Background: an optimization exercise with open tools, aiming at small area, a short achievable clock period and few clock cycles per item. Do not read the settings as production practice. RTL that was checked went through simulation tests only; none was proved equivalent to the original. Power is estimated from default activity; no workload was simulated.

Design sampledec, start of the top module:
module sampledec(received,clk,start,ctrl,corrected,decodedOp,nerr,done);
  input [14:0] received; input clk; input start; input ctrl;
  output [7:0] corrected; output [1:0] nerr; output [14:0] decodedOp; output done;
  reg done_q, ctrl_q;
  always @(posedge clk) begin ctrl_q <= ctrl; if (start) done_q <= 1'b1; end
  assign done = done_q;
  wire t_1; bx2 u_t_1(.a(received[3]),.b(received[10]),.y(t_1));
  wire t_2; bx2 u_t_2(.a(received[7]),.b(received[9]),.y(t_2));
  wire t_3; bx2 u_t_3(.a(t_1),.b(t_2),.y(t_3));
  wire t_4; bx2 u_t_4(.a(received[2]),.b(received[13]),.y(t_4));
  wire t_5; bx2 u_t_5(.a(received[4]),.b(received[5]),.y(t_5));
  wire t_6; bx2 u_t_6(.a(t_4),.b(t_5),.y(t_6));
  wire x1; bx2 u_x1(.a(t_3),.b(t_6),.y(x1));
  wire t_7; bx2 u_t_7(.a(received[2]),.b(received[14]),.y(t_7));
  wire t_8; bx2 u_t_8(.a(received[9]),.b(received[11]),.y(t_8));
  wire t_9; bx2 u_t_9(.a(t_7),.b(t_8),.y(t_9));
  wire t_10; bx2 u_t_10(.a(received[6]),.b(received[13]),.y(t_10));
  wire t_11; bx2 u_t_11(.a(received[7]),.b(received[8]),.y(t_11));
  wire t_12; bx2 u_t_12(.a(t_10),.b(t_11),.y(t_12));
  wire x5; bx2 u_x5(.a(t_9),.b(t_12),.y(x5));
  wire t_13; bx2 u_t_13(.a(received[0]),.b(received[13]),.y(t_13));
  wire t_14; bx2 u_t_14(.a(received[1]),.b(received[9]),.y(t_14));
  wire t_15; bx2 u_t_15(.a(t_13),.b(t_14),.y(t_15));
  wire t_16; bx2 u_t_16(.a(received[4]),.b(received[8]),.y(t_16));
  wire t_17; bx2 u_t_17(.a(received[10]),.b(received[11]),.y(t_17));
  wire t_18; bx2 u_t_18(.a(t_16),.b(t_17),.y(t_18));
  wire x7; bx2 u_x7(.a(t_15),.b(t_18),.y(x7));
  wire t_19; bx2 u_t_19(.a(received[1]),.b(received[5]),.y(t_19));
  wire t_20; bx2 u_t_20(.a(received[10]),.b(received[12]),.y(t_20));
  wire t_21; bx2 u_t_21(.a(t_19),.b(t_20),.y(t_21));
  wire x8; bx2 u_x8(.a(t_21),.b(t_9),.y(x8));
  wire t_22; bx2 u_t_22(.a(t_1),.b(t_5),.y(t_22));
  wire lm6; bx2 u_lm6(.a(t_12),.b(t_22),.y(lm6));
  wire lm7 = t_6;
  ...
clock: 7.0 ns
lec_check: 0
cap_margin: 20
core_margin: 2
core_utilization: 40
slew_margin: 20
synth_hierarchical: 1
standard.sh (not shown) runs the stock make flow with config.mk's settings and CLKGATE_MAP_FILE= SYNTH_SCRIPT=/design/flow/synth_recipe.tcl, a recipe that flattens the netlist after the stock synthesis.
==> flow/flow/run.sh <==
#!/bin/bash
# The standard layout (standard.sh) with: every port buffered by one fixed cell type,
# power recovery (downsizing of non-critical cells) after global routing, and optional
# extra ORFS settings. The flow's full output goes to standard.log in this folder.
export BUFFER_PORTS_ARGS="-buffer_cell sky130_fd_sc_hd__buf_1"
export RECOVER_POWER=100
export CTS_ARGS="-sink_clustering_enable -repair_clock_nets -sink_buffer_max_cap_derate 1.0 -dont_use_dummy_load -buf_list sky130_fd_sc_hd__clkbuf_8 -root_buf sky130_fd_sc_hd__clkbuf_8"
bash standard.sh > standard.log 2>&1
Testbench counts at the start, summed over its fixed seeds: cycles 4,000, items 4,000.
Next try:
--- a/flow/design.v
+++ b/flow/design.v
@@ -43,32 +43,32 @@
   wire x13; bx2 u_x13(.a(x5),.b(x7),.y(x13));
   wire x4; bx2 u_x4(.a(x5),.b(x8),.y(x4));
   wire x11; bx2 u_x11(.a(x7),.b(x8),.y(x11));
   wire s1z = ~(x1 | x5 | x7 | x8);
   wire s3z = ~(lm6 | lm7 | lm8 | lm9);
   wire zz = s1z & s3z;
   wire cn0 = ~(x5 | x10);
   wire cn1 = ~(x1 | x11);
   wire cn2 = ~(x2 | x7);
   wire cn3 = ~(x8 | x13);
   wire cn4 = ~(x4 | x14);
-  wire sz0 = (x1 | zz);
   wire sz1 = (x4 | zz);
-  wire sz2 = (x2 | zz);
+  wire sz4 = (x7 | zz);
+  wire sz5 = (x11 | zz);
   wire t_25; bxn2 u_t_25(.a(lm6),.b(cn0),.y(t_25));
   wire t_26; bx2 u_t_26(.a(lm7),.b(cn1),.y(t_26));
   wire t_27; bx2 u_t_27(.a(lm8),.b(cn2),.y(t_27));
   wire t_28; bxn2 u_t_28(.a(lm9),.b(cn3),.y(t_28));
   wire t_29; bx2 u_t_29(.a(lm10),.b(cn4),.y(t_29));
   reg [14:0] r; reg [10:0] sq;
-  always @(posedge clk) if (start) begin r <= received; sq <= {t_29, t_28, t_27, t_26, t_25, x11, x7, x14, sz2, sz1, sz0}; end
+  always @(posedge clk) if (start) begin r <= received; sq <= {t_29, t_28, t_27, t_26, t_25, sz5, sz4, x14, x2, sz1, x1}; end
   wire fn0; bxn2 u_fn0(.a(sq[2]),.b(sq[6]),.y(fn0));
   wire fn1; bx2 u_fn1(.a(sq[5]),.b(sq[7]),.y(fn1));
   wire fn2; bx2 u_fn2(.a(sq[4]),.b(sq[8]),.y(fn2));
   wire fn3; bxn2 u_fn3(.a(sq[5]),.b(sq[9]),.y(fn3));
   wire fn4; bx2 u_fn4(.a(sq[3]),.b(sq[10]),.y(fn4));
   wire fn5; bxn2 u_fn5(.a(sq[1]),.b(sq[6]),.y(fn5));
   wire fn7; bx2 u_fn7(.a(sq[2]),.b(sq[8]),.y(fn7));
   wire fn8; bxn2 u_fn8(.a(sq[1]),.b(sq[9]),.y(fn8));
   wire fn10; bxn2 u_fn10(.a(sq[0]),.b(sq[6]),.y(fn10));
   wire fn11; bx2 u_fn11(.a(sq[0]),.b(sq[7]),.y(fn11));
   wire fn13; bxn2 u_fn13(.a(sq[4]),.b(sq[9]),.y(fn13));
Outcome: Worst setup slack is worse by 0.010 ns. Synthesized area is unchanged. Synthesized cell count does not change. Cell area does not change. Maximum frequency came out lower slightly. Cell count does not change. Non-clock buffer count does not change. Total power grows slightly. Wire length came out higher by a few percent. Sequential power barely changes. Worst hold slack hardly moves.
Function not checked in the second run of this note: the RTL went through the layout flow alone.

---

The RTL this note starts from:
==> flow/design.v <==
module sampledec(received,clk,start,ctrl,corrected,decodedOp,nerr,done);
  input [14:0] received; input clk; input start; input ctrl;
  output [7:0] corrected; output [1:0] nerr; output [14:0] decodedOp; output done;
  reg done_q, ctrl_q;
  always @(posedge clk) begin ctrl_q <= ctrl; if (start) done_q <= 1'b1; end
  assign done = done_q;
  wire t_1; bx2 u_t_1(.a(received[5]),.b(received[11]),.y(t_1));
  wire t_2; bx2 u_t_2(.a(received[9]),.b(received[12]),.y(t_2));
  wire t_3; bx2 u_t_3(.a(t_1),.b(t_2),.y(t_3));
  wire t_4; bx2 u_t_4(.a(received[0]),.b(received[6]),.y(t_4));
  wire t_5; bx2 u_t_5(.a(received[4]),.b(received[7]),.y(t_5));
  wire t_6; bx2 u_t_6(.a(t_4),.b(t_5),.y(t_6));
  wire x3; bx2 u_x3(.a(t_3),.b(t_6),.y(x3));
  wire t_7; bx2 u_t_7(.a(received[0]),.b(received[8]),.y(t_7));
  wire t_8; bx2 u_t_8(.a(received[9]),.b(received[10]),.y(t_8));
  wire t_9; bx2 u_t_9(.a(t_7),.b(t_8),.y(t_9));
  wire t_10; bx2 u_t_10(.a(received[3]),.b(received[7]),.y(t_10));
  wire t_11; bx2 u_t_11(.a(received[12]),.b(received[14]),.y(t_11));
  wire t_12; bx2 u_t_12(.a(t_10),.b(t_11),.y(t_12));
  wire x6; bx2 u_x6(.a(t_9),.b(t_12),.y(x6));
  wire t_13; bx2 u_t_13(.a(received[1]),.b(received[13]),.y(t_13));
  wire t_14; bx2 u_t_14(.a(received[4]),.b(received[11]),.y(t_14));
  wire t_15; bx2 u_t_15(.a(t_13),.b(t_14),.y(t_15));
  wire x7; bx2 u_x7(.a(t_9),.b(t_15),.y(x7));
  wire t_16; bx2 u_t_16(.a(t_7),.b(t_10),.y(t_16));
  wire t_17; bx2 u_t_17(.a(received[1]),.b(received[2]),.y(t_17));
  wire t_18; bx2 u_t_18(.a(t_17),.b(t_1),.y(t_18));
  wire x14; bx2 u_x14(.a(t_16),.b(t_18),.y(x14));
  wire t_19; bx2 u_t_19(.a(received[2]),.b(received[10]),.y(t_19));
  wire t_20; bx2 u_t_20(.a(t_4),.b(t_19),.y(t_20));
  wire lm0; bx2 u_lm0(.a(t_12),.b(t_20),.y(lm0));
  wire t_21; bx2 u_t_21(.a(t_7),.b(t_11),.y(t_21));
  wire lm1 = t_21;
  wire lm6; bx2 u_lm6(.a(t_20),.b(t_15),.y(lm6));
  wire t_22; bx2 u_t_22(.a(received[0]),.b(received[2]),.y(t_22));
  wire t_23; bx2 u_t_23(.a(t_22),.b(t_11),.y(t_23));
  wire t_24; bx2 u_t_24(.a(t_13),.b(t_5),.y(t_24));
  wire lm7; bx2 u_lm7(.a(t_23),.b(t_24),.y(lm7));
  wire t_25; bx2 u_t_25(.a(received[0]),.b(received[9]),.y(t_25));
  wire t_26; bx2 u_t_26(.a(t_25),.b(t_14),.y(t_26));
  wire lm8; bx2 u_lm8(.a(t_12),.b(t_26),.y(lm8));
  wire lm10 = t_6;
  wire x2; bx2 u_x2(.a(x3),.b(x6),.y(x2));
  wire x4; bx2 u_x4(.a(x3),.b(x7),.y(x4));
  wire x0; bx2 u_x0(.a(x3),.b(x14),.y(x0));
  wire x10; bx2 u_x10(.a(x6),.b(x7),.y(x10));
  wire x8; bx2 u_x8(.a(x6),.b(x14),.y(x8));
  wire x1; bx2 u_x1(.a(x7),.b(x14),.y(x1));
  wire s1z = ~(x3 | x6 | x7 | x14);
  wire s3z = ~(lm0 | lm1 | lm7 | lm8);
  wire zz = s1z & s3z;
  wire c0 = x0 | x10;
  wire c1 = x1 | x6;
  wire c2 = x2 | x7;
  wire c3 = x3 | x8;
  wire c4 = x4 | x14;
  wire t_27; bx2 u_t_27(.a(lm0),.b(c0),.y(t_27));
  wire t_28; bxn2 u_t_28(.a(lm1),.b(c1),.y(t_28));
  wire sz2 = (x3 | zz);
  wire x11; bx2 u_x11(.a(x6),.b(x1),.y(x11));
  wire x13; bx2 u_x13(.a(x3),.b(x8),.y(x13));
  wire sz5 = (x6 | zz);
  wire t_29; bx2 u_t_29(.a(lm6),.b(c0),.y(t_29));
  wire t_30; bx2 u_t_30(.a(lm7),.b(c4),.y(t_30));
  wire t_31; bx2 u_t_31(.a(lm8),.b(c2),.y(t_31));
  wire sz9 = (x10 | zz);
  wire t_32; bxn2 u_t_32(.a(lm10),.b(c3),.y(t_32));
  reg [14:0] r; reg [10:0] sq;
  always @(posedge clk) if (start) begin r <= received; sq <= {t_32, sz9, t_31, t_30, t_29, sz5, x13, x11, sz2, t_28, t_27}; end
  wire fn0; bxn2 u_fn0(.a(sq[4]),.b(sq[6]),.y(fn0));
  wire fn2; bxn2 u_fn2(.a(sq[8]),.b(sq[9]),.y(fn2));
  wire fn3; bx2 u_fn3(.a(sq[4]),.b(sq[10]),.y(fn3));
  wire fn4; bxn2 u_fn4(.a(sq[7]),.b(sq[9]),.y(fn4));
  wire fn5; bxn2 u_fn5(.a(sq[0]),.b(sq[4]),.y(fn5));
  wire fn6; bx2 u_fn6(.a(sq[1]),.b(sq[3]),.y(fn6));
  wire fn7; bxn2 u_fn7(.a(sq[2]),.b(sq[8]),.y(fn7));
  wire fn9; bxn2 u_fn9(.a(sq[3]),.b(sq[7]),.y(fn9));
  wire fn10; bxn2 u_fn10(.a(sq[0]),.b(sq[5]),.y(fn10));
  wire fn11; bx2 u_fn11(.a(sq[1]),.b(sq[5]),.y(fn11));
  wire fn12; bxn2 u_fn12(.a(sq[5]),.b(sq[8]),.y(fn12));
  wire fn13; bx2 u_fn13(.a(sq[2]),.b(sq[10]),.y(fn13));
  wire fn14; bxn2 u_fn14(.a(sq[4]),.b(sq[7]),.y(fn14));
  wire nfl0; bnand4 u_nfl0(.a(sq[10]),.b(fn4),.c(fn2),.d(sq[1]),.y(nfl0));
  wire nfl1; bnand4 u_nfl1(.a(fn9),.b(fn5),.c(fn3),.d(fn2),.y(nfl1));
  wire nfl2; bnand4 u_nfl2(.a(fn10),.b(fn6),.c(fn4),.d(fn3),.y(nfl2));
  wire nfl3; bnand4 u_nfl3(.a(fn11),.b(fn7),.c(fn5),.d(fn4),.y(nfl3));
  wire nfl4; bnand4 u_nfl4(.a(fn12),.b(sq[10]),.c(fn6),.d(fn5),.y(nfl4));
  wire nfl5; bnand4 u_nfl5(.a(fn13),.b(fn9),.c(fn7),.d(fn6),.y(nfl5));
  wire nfl6; bnand4 u_nfl6(.a(fn14),.b(fn10),.c(sq[10]),.d(fn7),.y(nfl6));
  wire nfl7; bnand4 u_nfl7(.a(fn0),.b(fn11),.c(fn9),.d(sq[10]),.y(nfl7));
  wire nfl8; bnand4 u_nfl8(.a(sq[1]),.b(fn12),.c(fn10),.d(fn9),.y(nfl8));
  wire nfl9; bnand4 u_nfl9(.a(fn2),.b(fn13),.c(fn11),.d(fn10),.y(nfl9));
  wire nfl10; bnand4 u_nfl10(.a(fn3),.b(fn14),.c(fn12),.d(fn11),.y(nfl10));
  wire nfl11; bnand4 u_nfl11(.a(fn4),.b(fn0),.c(fn13),.d(fn12),.y(nfl11));
  wire nfl12; bnand4 u_nfl12(.a(fn5),.b(sq[1]),.c(fn14),.d(fn13),.y(nfl12));
  wire nfl13; bnand4 u_nfl13(.a(fn6),.b(fn2),.c(fn0),.d(fn14),.y(nfl13));
  wire nfl14; bnand4 u_nfl14(.a(fn7),.b(fn3),.c(sq[1]),.d(fn0),.y(nfl14));
  wire d0; bxn2 u_d0(.a(r[0]),.b(nfl0),.y(d0));
  wire d1; bxn2 u_d1(.a(r[1]),.b(nfl1),.y(d1));
  wire d2; bxn2 u_d2(.a(r[2]),.b(nfl2),.y(d2));
  wire d3; bxn2 u_d3(.a(r[3]),.b(nfl3),.y(d3));
  wire d4; bxn2 u_d4(.a(r[4]),.b(nfl4),.y(d4));
  wire d5; bxn2 u_d5(.a(r[5]),.b(nfl5),.y(d5));
  wire d6; bxn2 u_d6(.a(r[6]),.b(nfl6),.y(d6));
  wire d7; bxn2 u_d7(.a(r[7]),.b(nfl7),.y(d7));
  wire d8; bxn2 u_d8(.a(r[8]),.b(nfl8),.y(d8));
  wire d9; bxn2 u_d9(.a(r[9]),.b(nfl9),.y(d9));
  wire d10; bxn2 u_d10(.a(r[10]),.b(nfl10),.y(d10));
  wire d11; bxn2 u_d11(.a(r[11]),.b(nfl11),.y(d11));
  wire d12; bxn2 u_d12(.a(r[12]),.b(nfl12),.y(d12));
  wire d13; bxn2 u_d13(.a(r[13]),.b(nfl13),.y(d13));
  wire d14; bxn2 u_d14(.a(r[14]),.b(nfl14),.y(d14));
  assign decodedOp = {d14, d13, d12, d11, d10, d9, d8, d7, d6, d5, d4, d3, d2, d1, d0};
  wire ty0; bx2 u_ty0(.a(sq[5]),.b(sq[6]),.y(ty0));
  wire t_33; bx2 u_t_33(.a(sq[1]),.b(sq[3]),.y(t_33));
  wire ty1; bxn2 u_ty1(.a(t_33),.b(sq[5]),.y(ty1));
  wire t_34; bx2 u_t_34(.a(sq[3]),.b(sq[4]),.y(t_34));
  wire ty2; bx2 u_ty2(.a(t_34),.b(sq[8]),.y(ty2));
  wire t_35; bx2 u_t_35(.a(sq[2]),.b(sq[4]),.y(t_35));
  wire ty3; bxn2 u_ty3(.a(t_35),.b(sq[10]),.y(ty3));
  wire n0; bnor4 u_n0(.a(ty0),.b(ty1),.c(ty2),.d(ty3),.y(n0));
  wire n1; bn1 u_n1(.nf({nfl14, nfl13, nfl12, nfl11, nfl10, nfl9, nfl8, nfl7, nfl6, nfl5, nfl4, nfl3, nfl2, nfl1, nfl0}),.n0(n0),.y(n1));
  assign nerr = {n1, n0};
  wire co0; bmux u_co0(.s(ctrl_q),.a(d0),.b(d7),.y(co0));
  wire co1; bmux u_co1(.s(ctrl_q),.a(d1),.b(d8),.y(co1));
  wire co2; bmux u_co2(.s(ctrl_q),.a(d2),.b(d9),.y(co2));
  wire co3; bmux u_co3(.s(ctrl_q),.a(d3),.b(d10),.y(co3));
  wire co4; bmux u_co4(.s(ctrl_q),.a(d4),.b(d11),.y(co4));
  wire co5; bmux u_co5(.s(ctrl_q),.a(d5),.b(d12),.y(co5));
  wire co6; bmux u_co6(.s(ctrl_q),.a(d6),.b(d13),.y(co6));
  assign corrected = {decodedOp[14] & ctrl_q, co6, co5, co4, co3, co2, co1, co0};
endmodule
module bx2(input a, input b, output y); assign y = a ^ b; endmodule
module bnor4(input a, input b, input c, input d, output y); assign y = ~(a|b|c|d); endmodule
module bmux(input s, input a, input b, output y); assign y = s ? b : a; endmodule
module bn1(input [14:0] nf, input n0, output y); assign y = ~(&nf) & ~n0; endmodule
module bxn2(input a, input b, output y); assign y = ~(a ^ b); endmodule
module bnand4(input a, input b, input c, input d, output y); assign y = ~(a&b&c&d); endmodule
==> flow/config.mk <==
export PLATFORM = sky130hd
export DESIGN_NAME = sampledec
export DESIGN_NICKNAME = sampledec
export VERILOG_FILES = /design/flow/design.v
export SDC_FILE = /design/flow/constraint.sdc
export NUM_CORES = 4
export LEC_CHECK = 0
export CAP_MARGIN = 20
export CORE_MARGIN = 2
export CORE_UTILIZATION = 40
export SLEW_MARGIN = 20
export SYNTH_HIERARCHICAL = 1
==> flow/constraint.sdc <==
create_clock -name core_clock -period 7.0 [get_ports {clk}]
set_input_delay 1.4000 -clock core_clock [delete_from_list [all_inputs] [get_ports {clk}]]
set_output_delay 1.4000 -clock core_clock [all_outputs]
set_load 0.01 [all_outputs]
==> flow/flow/run.sh <==
#!/bin/bash
# The standard layout (standard.sh) with: every port buffered by one fixed cell type,
# power recovery (downsizing of non-critical cells) after global routing, and optional
# extra ORFS settings. The flow's full output goes to standard.log in this folder.
export BUFFER_PORTS_ARGS="-buffer_cell sky130_fd_sc_hd__buf_1"
export RECOVER_POWER=100

bash standard.sh > standard.log 2>&1
==> next run, changes <==
--- a/flow/design.v
+++ b/flow/design.v
@@ -41,29 +41,33 @@
   wire lm8; bx2 u_lm8(.a(t_12),.b(t_26),.y(lm8));
   wire lm10 = t_6;
-  wire x2; bx2 u_x2(.a(x3),.b(x6),.y(x2));
-  wire x4; bx2 u_x4(.a(x3),.b(x7),.y(x4));
-  wire x0; bx2 u_x0(.a(x3),.b(x14),.y(x0));
-  wire x10; bx2 u_x10(.a(x6),.b(x7),.y(x10));
-  wire x8; bx2 u_x8(.a(x6),.b(x14),.y(x8));
-  wire x1; bx2 u_x1(.a(x7),.b(x14),.y(x1));
+  wire xd3; bx2 u_xd3(.a(t_3),.b(t_6),.y(xd3));
+  wire xd6; bx2 u_xd6(.a(t_9),.b(t_12),.y(xd6));
+  wire xd7; bx2 u_xd7(.a(t_9),.b(t_15),.y(xd7));
+  wire xd14; bx2 u_xd14(.a(t_16),.b(t_18),.y(xd14));
+  wire x2; bx2 u_x2(.a(xd3),.b(xd6),.y(x2));
+  wire x4; bx2 u_x4(.a(xd3),.b(xd7),.y(x4));
+  wire x0; bx2 u_x0(.a(xd3),.b(xd14),.y(x0));
+  wire x10; bx2 u_x10(.a(xd6),.b(xd7),.y(x10));
+  wire x8; bx2 u_x8(.a(xd6),.b(xd14),.y(x8));
+  wire x1; bx2 u_x1(.a(xd7),.b(xd14),.y(x1));
   wire s1z = ~(x3 | x6 | x7 | x14);
   wire s3z = ~(lm0 | lm1 | lm7 | lm8);
   wire zz = s1z & s3z;
-  wire c0 = x0 | x10;
-  wire c1 = x1 | x6;
-  wire c2 = x2 | x7;
-  wire c3 = x3 | x8;
-  wire c4 = x4 | x14;
-  wire t_27; bx2 u_t_27(.a(lm0),.b(c0),.y(t_27));
-  wire t_28; bxn2 u_t_28(.a(lm1),.b(c1),.y(t_28));
+  wire cn0 = ~(x0 | x10);
+  wire cn1 = ~(x1 | x6);
+  wire cn2 = ~(x2 | x7);
+  wire cn3 = ~(x3 | x8);
+  wire cn4 = ~(x4 | x14);
+  wire t_27; bxn2 u_t_27(.a(lm0),.b(cn0),.y(t_27));
+  wire t_28; bx2 u_t_28(.a(lm1),.b(cn1),.y(t_28));
   wire sz2 = (x3 | zz);
-  wire x11; bx2 u_x11(.a(x6),.b(x1),.y(x11));
-  wire x13; bx2 u_x13(.a(x3),.b(x8),.y(x13));
+  wire x11; bx2 u_x11(.a(xd6),.b(x1),.y(x11));
+  wire x13; bx2 u_x13(.a(xd3),.b(x8),.y(x13));
   wire sz5 = (x6 | zz);
-  wire t_29; bx2 u_t_29(.a(lm6),.b(c0),.y(t_29));
-  wire t_30; bx2 u_t_30(.a(lm7),.b(c4),.y(t_30));
-  wire t_31; bx2 u_t_31(.a(lm8),.b(c2),.y(t_31));
+  wire t_29; bxn2 u_t_29(.a(lm6),.b(cn0),.y(t_29));
+  wire t_30; bxn2 u_t_30(.a(lm7),.b(cn4),.y(t_30));
+  wire t_31; bxn2 u_t_31(.a(lm8),.b(cn2),.y(t_31));
   wire sz9 = (x10 | zz);
-  wire t_32; bxn2 u_t_32(.a(lm10),.b(c3),.y(t_32));
+  wire t_32; bx2 u_t_32(.a(lm10),.b(cn3),.y(t_32));
   reg [14:0] r; reg [10:0] sq;
   always @(posedge clk) if (start) begin r <= received; sq <= {t_32, sz9, t_31, t_30, t_29, sz5, x13, x11, sz2, t_28, t_27}; end
The new run finished clean.
Critical path depth fell by 2.
Power rose slightly.
Design area rose slightly.
Fmax rose slightly.
Routed wire length rose by a few percent.
Non-clock buffer count is unchanged.
Clock-buffer cell count does not change.
No run of this note included a check of the RTL's function; only the layout flow was run.

==> afterwards: timing with drivers on the ports <==
In the flow no input, the clock included, has a driving cell. The finished layouts below were timed again as built, in two steps.
Step 1 assumes that a clkbuf_16 drives the clock port and a buf_2 every other input.
Step 2 moves the port delays by t, midway between the first and last clock arrival at a register: inputs arrive t later, outputs are due t later. That takes back most of the time a late clock gives input paths.
Three values: ideal ports, drivers, drivers and shift; two values: the first two.
run | t (ns) | setup WS [ns] | worst slew at a driven data input, ns | pins driven straight from the clock port
the first run of note 1 | 0.281 | 3.691 / 3.668 / 3.454 | 0.03 | 1
the second run of note 1 | 0.284 | 3.681 / 3.657 / 3.436 | 0.03 | 1
the first run of note 2 | 0.294 | 3.476 / 3.475 / 3.181 | 0.03 | 1
the second run of note 2 | 0.287 | 3.515 / 3.491 / 3.248 | 0.04 | 1
After both steps every run listed still meets setup and hold. The setup slack of the first run of note 2, which loses most, moves by -0.001 ns with the drivers and by -0.295 ns with both steps.
